This design comes from an exercise in tuning for small area on the open sky130 flow, not from production work. Only simulation tests tie the RTL to the original design; equivalence was not proved. Power figures rest on the tool's default switching activity, not on a simulated workload.

// ahb_pwm
module ahb_pwm(
    input              I_ahb_clk,
    input              I_rst,
    input   [1:0]      I_ahb_htrans,
    input              I_ahb_hwrite,
    input   [31:0]     I_ahb_haddr,
    input   [2:0]      I_ahb_hsize,
    input   [2:0]      I_ahb_hburst,
    input   [3:0]      I_ahb_hprot,
    input              I_ahb_hmastlock,
    input   [31:0]     I_ahb_hwdata,
    output  reg [31:0] O_ahb_hrdata,
    output  wire[1:0]  O_ahb_hresp,
    output  wire       O_ahb_hready,
    output  [7:0]      pwmo
);
Settings: LEC_CHECK=0, CAP_MARGIN=20, CORE_MARGIN=2, CORE_UTILIZATION=70, CTS_BUF_LIST=sky130_fd_sc_hd__clkbuf_8, CTS_CLUSTER_DIAMETER=60, CTS_CLUSTER_SIZE=16, GPL_TIMING_DRIVEN=0, PLACE_DENSITY=0.8, SLEW_MARGIN=20, SYNTH_HIERARCHICAL=1; clock period 5.0 ns.
standard.sh (not shown) runs the stock make flow with config.mk's settings and CLKGATE_MAP_FILE= SYNTH_SCRIPT=/design/flow/synth_recipe.tcl, a recipe that flattens the netlist after the stock synthesis.
==> flow/flow/run.sh <==
#!/bin/bash
# Layout flow: the standard ORFS flow (standard.sh, unchanged synthesis),
# with two changes to how the layout is made:
#  - ports are buffered with sky130_fd_sc_hd__buf_1 instead of the default
#    port buffer cell;
#  - clock tree synthesis uses clkbuf_8 leaf clusters and no dummy loads.
# All tool output goes to flow.log in this folder; ORFS keeps each step's
# log under orfs/logs/.
set -euo pipefail
bash standard.sh \
  "BUFFER_PORTS_ARGS=-buffer_cell sky130_fd_sc_hd__buf_1" \
  "CTS_ARGS=-sink_clustering_enable -repair_clock_nets -dont_use_dummy_load -buf_list {sky130_fd_sc_hd__clkbuf_4 sky130_fd_sc_hd__clkbuf_8} -sink_clustering_size 12 -sink_clustering_max_diameter 45" \
  finish > flow.log 2>&1
Then changed:
--- a/flow/flow/run.sh
+++ b/flow/flow/run.sh
@@ -12 +12 @@
-  "CTS_ARGS=-sink_clustering_enable -repair_clock_nets -dont_use_dummy_load -buf_list {sky130_fd_sc_hd__clkbuf_4 sky130_fd_sc_hd__clkbuf_8} -sink_clustering_size 12 -sink_clustering_max_diameter 45" \
+  "CTS_ARGS=-sink_clustering_enable -repair_clock_nets -dont_use_dummy_load -buf_list sky130_fd_sc_hd__clkbuf_8 -sink_clustering_size 16 -sink_clustering_max_diameter 60" \
CORE_UTILIZATION = 65   (was 70)
CTS_BUF_LIST = not set   (was sky130_fd_sc_hd__clkbuf_8)
CTS_CLUSTER_DIAMETER = not set   (was 60)
CTS_CLUSTER_SIZE = not set   (was 16)
PLACE_DENSITY = 0.75   (was 0.8)
What happened:
- The changed run passed the timing, DRC and antenna checks
- utilization falls by 6.4 points
- synthesized area is unchanged
- final area falls slightly
- total power falls by a few percent
- count of clock-buffer cells in the layout falls by 12
- die area rises by a little under a tenth
- fmax rises slightly
Then changed:
CORE_UTILIZATION = 75   (was 65)
PLACE_DENSITY = 0.85   (was 0.75)
Effect:
- die area came out lower by roughly a tenth
- final cell count went down by a few percent
- cell area fell slightly
- global-route usage came out higher by 9.5 points
- sequential share of layout area is higher by 0.25 points
- wire length climbs by a little under a tenth
- area after synthesis is unchanged
- clock skew is lower by 0.0048 ns

---

ahb_pwm, a different RTL version from the one above (not shown whole).
For scale: roughly 120 I/O pins, about 24000 um^2 of cells after synthesis.
==> flow/config.mk <==
export PLATFORM = sky130hd
export DESIGN_NAME = ahb_pwm
export DESIGN_NICKNAME = ahb_pwm
export VERILOG_FILES = /design/flow/design.v
export SDC_FILE = /design/flow/constraint.sdc
export NUM_CORES = 4
export LEC_CHECK = 0
export CAP_MARGIN = 20
export CORE_MARGIN = 2
export CORE_UTILIZATION = 70
export CTS_BUF_LIST = sky130_fd_sc_hd__clkbuf_8
export CTS_CLUSTER_DIAMETER = 60
export CTS_CLUSTER_SIZE = 16
export GPL_TIMING_DRIVEN = 0
export PLACE_DENSITY = 0.8
export SLEW_MARGIN = 20
export SYNTH_HIERARCHICAL = 1
==> flow/constraint.sdc <==
create_clock -name core_clock -period 5.0 [get_ports {I_ahb_clk}]
set_input_delay 1.0000 -clock core_clock [delete_from_list [all_inputs] [get_ports {I_ahb_clk}]]
set_output_delay 1.0000 -clock core_clock [all_outputs]
set_load 0.01 [all_outputs]
==> flow/flow/run.sh <==
#!/bin/bash
# Layout flow: the standard ORFS flow (standard.sh, unchanged synthesis),
# with two changes to how the layout is made:
#  - ports are buffered with sky130_fd_sc_hd__buf_1 instead of the default
#    port buffer cell;
#  - clock tree synthesis uses clkbuf_4 leaf clusters and no dummy loads.
# All tool output goes to flow.log in this folder; ORFS keeps each step's
# log under orfs/logs/.
set -euo pipefail
bash standard.sh \
  "BUFFER_PORTS_ARGS=-buffer_cell sky130_fd_sc_hd__buf_1" \
  "CTS_ARGS=-sink_clustering_enable -repair_clock_nets -dont_use_dummy_load -buf_list sky130_fd_sc_hd__clkbuf_4 -sink_clustering_size 10 -sink_clustering_max_diameter 40" \
  finish > flow.log 2>&1
Edit:
==> flow/run.sh (new file) <==
#!/bin/bash
# synth_recipe.tcl (not shown) runs the flow's synth.tcl, then flattens the netlist and writes it again
# the make line also repeats each setting of config.mk as NAME=value (left out here)
make -C /OpenROAD-flow-scripts/flow DESIGN_CONFIG=/design/flow/config.mk WORK_HOME=/design/flow/orfs CLKGATE_MAP_FILE= SYNTH_SCRIPT=/design/flow/synth_recipe.tcl finish
--- a/flow/config.mk
+++ b/flow/config.mk
@@ -10,6 +10,5 @@
-export CORE_UTILIZATION = 70
-export CTS_BUF_LIST = sky130_fd_sc_hd__clkbuf_8
-export CTS_CLUSTER_DIAMETER = 60
-export CTS_CLUSTER_SIZE = 16
-export GPL_TIMING_DRIVEN = 0
-export PLACE_DENSITY = 0.8
+export CORE_UTILIZATION = 60
+export CTS_BUF_LIST = sky130_fd_sc_hd__clkbuf_16
+export CTS_CLUSTER_DIAMETER = 80
+export CTS_CLUSTER_SIZE = 24
+export PLACE_DENSITY = 0.7
removed: flow/flow/run.sh
removed: flow/standard.sh
The changed run completed with no timing, DRC or antenna violations; power rose by 8.9%; synthesized cell count stays the same; wire length grows by about 3%.
Edit:
==> flow/flow/run.sh (new file) <==
#!/bin/bash
# Layout flow: the standard ORFS flow (standard.sh, unchanged synthesis),
# with two changes to how the layout is made:
#  - ports are buffered with sky130_fd_sc_hd__buf_1 instead of the default
#    port buffer cell;
#  - clock tree synthesis uses clkbuf_8 leaf clusters and no dummy loads.
# All tool output goes to flow.log in this folder; ORFS keeps each step's
# log under orfs/logs/.
set -euo pipefail
bash standard.sh \
  "BUFFER_PORTS_ARGS=-buffer_cell sky130_fd_sc_hd__buf_1" \
  "CTS_ARGS=-sink_clustering_enable -repair_clock_nets -dont_use_dummy_load -buf_list sky130_fd_sc_hd__clkbuf_8 -sink_clustering_size 16 -sink_clustering_max_diameter 60" \
  finish > flow.log 2>&1
==> flow/standard.sh (new file) <==
#!/bin/bash
# synth_recipe.tcl (not shown) runs the flow's synth.tcl, then flattens the netlist and writes it again
# the make line also repeats each setting of config.mk as NAME=value (left out here)
make -C /OpenROAD-flow-scripts/flow DESIGN_CONFIG=/design/flow/config.mk WORK_HOME=/design/flow/orfs CLKGATE_MAP_FILE= SYNTH_SCRIPT=/design/flow/synth_recipe.tcl "${@:-finish}"
--- a/flow/config.mk
+++ b/flow/config.mk
@@ -10,5 +10,6 @@
-export CORE_UTILIZATION = 60
-export CTS_BUF_LIST = sky130_fd_sc_hd__clkbuf_16
-export CTS_CLUSTER_DIAMETER = 80
-export CTS_CLUSTER_SIZE = 24
-export PLACE_DENSITY = 0.7
+export CORE_UTILIZATION = 70
+export CTS_BUF_LIST = sky130_fd_sc_hd__clkbuf_8
+export CTS_CLUSTER_DIAMETER = 60
+export CTS_CLUSTER_SIZE = 16
+export GPL_TIMING_DRIVEN = 0
+export PLACE_DENSITY = 0.8
removed: flow/run.sh
What happened:
- setup slack is worse by 110 ps
- hold slack is better by 5.6 ps
- routed wire length fell by 3.6%
- combinational power fell by 7.6%
- count of clock-buffer cells in the layout rose by 11
- sequential cell count stays the same
- via count rose by 1.2%
- design area fell by 4.4%
- synthesized area does not change

---

run 5:
Starting RTL as in the previous note.
==> flow/config.mk <==
export PLATFORM = sky130hd
export DESIGN_NAME = ahb_pwm
export DESIGN_NICKNAME = ahb_pwm
export VERILOG_FILES = /design/flow/design.v
export SDC_FILE = /design/flow/constraint.sdc
export NUM_CORES = 4
export LEC_CHECK = 0
export CAP_MARGIN = 20
export CORE_MARGIN = 2
export CORE_UTILIZATION = 60
export CTS_BUF_LIST = sky130_fd_sc_hd__clkbuf_8
export CTS_CLUSTER_DIAMETER = 60
export CTS_CLUSTER_SIZE = 16
export PLACE_DENSITY = 0.7
export SLEW_MARGIN = 20
export SYNTH_HIERARCHICAL = 1
==> flow/constraint.sdc <==
create_clock -name core_clock -period 5.0 [get_ports {I_ahb_clk}]
set_input_delay 1.0000 -clock core_clock [delete_from_list [all_inputs] [get_ports {I_ahb_clk}]]
set_output_delay 1.0000 -clock core_clock [all_outputs]
set_load 0.01 [all_outputs]
==> flow/flow/run.sh <==
#!/bin/bash
# Layout flow: the standard ORFS flow (standard.sh, unchanged synthesis),
# with three changes to how the layout is made:
#  - ports are buffered with sky130_fd_sc_hd__buf_1 instead of the default
#    port buffer cell;
#  - clock tree synthesis uses clkbuf_8 leaf clusters and no dummy loads;
#  - after global routing, cells on paths with positive slack are downsized
#    (ORFS RECOVER_POWER).
# All tool output goes to flow.log in this folder; ORFS keeps each step's
# log under orfs/logs/.
set -euo pipefail
bash standard.sh \
  "BUFFER_PORTS_ARGS=-buffer_cell sky130_fd_sc_hd__buf_1" \
  "CTS_ARGS=-sink_clustering_enable -repair_clock_nets -dont_use_dummy_load -buf_list sky130_fd_sc_hd__clkbuf_8 -sink_clustering_size 16 -sink_clustering_max_diameter 60" \
  "RECOVER_POWER=100" \
  finish > flow.log 2>&1
From the logs: run 5 reached the end of the flow and failed the layout checks with max-capacitance violations, max-slew violations.
Modified inputs, run 2 compared to run 5
--- a/flow/flow/run.sh
+++ b/flow/flow/run.sh
@@ -3 +3 @@
-# with three changes to how the layout is made:
+# with two changes to how the layout is made:
@@ -6,3 +6 @@
-#  - clock tree synthesis uses clkbuf_8 leaf clusters and no dummy loads;
-#  - after global routing, cells on paths with positive slack are downsized
-#    (ORFS RECOVER_POWER).
+#  - clock tree synthesis uses clkbuf_8 leaf clusters and no dummy loads.
@@ -15 +12,0 @@
-  "RECOVER_POWER=100" \
### Flow results
Run 2 ended with every stage complete and zero timing, DRC or antenna violations.
Final clock period utilization by the worst path: run 2 lower than run 5
Run 2 vs run 5 — sequential share of cell area dropped 0.16 points.
In terms of routed wire length, run 2 and run 5 differ only marginally.

## afterwards: timing with drivers on the ports
How much do the figures lean on ideal ports? The routed layouts below were timed once more, with nothing changed but the port constraints.
Step 1 assumes that a clkbuf_16 drives the clock port and a buf_2 every other input.
Step 2 adds t to the input delays and takes it off the output delays; t is the mean of the earliest and latest rising clock arrival at the registers after step 1. Input paths then give back, and output paths get back, about the clock's delay inside the block.
a / b / c = ideal ports / drivers / drivers and shift; a / b = the first two.
run	t, ns	slack for setup (ns)	hold WS [ns]	cell pins on the clock port's net
the first run of note 1	0.700	0.630 / 0.630 / 0.054	0.343 / 0.343 / 0.343	1
the second run of note 1	0.679	0.688 / 0.688 / 0.688	0.350 / 0.327 / 0.350	1
the third run of note 1	0.627	0.418 / 0.418 / 0.418	0.353 / 0.353 / 0.353	1
the first run of note 2	0.807	0.694 / 0.694 / 0.375	0.337 / 0.337 / 0.337	1
the second run of note 2	0.671	0.818 / 0.818 / 0.817	0.340 / 0.340 / 0.340	1
the third run of note 2	0.635	0.704 / 0.704 / 0.401	0.345 / 0.345 / 0.345	1
run 5	0.686	0.205 / 0.237 / -0.450	0.346 / 0.346 / 0.346	1
run 2	0.683	0.830 / 0.830 / 0.795	0.348 / 0.348 / 0.348	1
For run 5, which loses most, drivers alone change the setup slack by +0.032 ns; drivers and shift together by -0.655 ns.
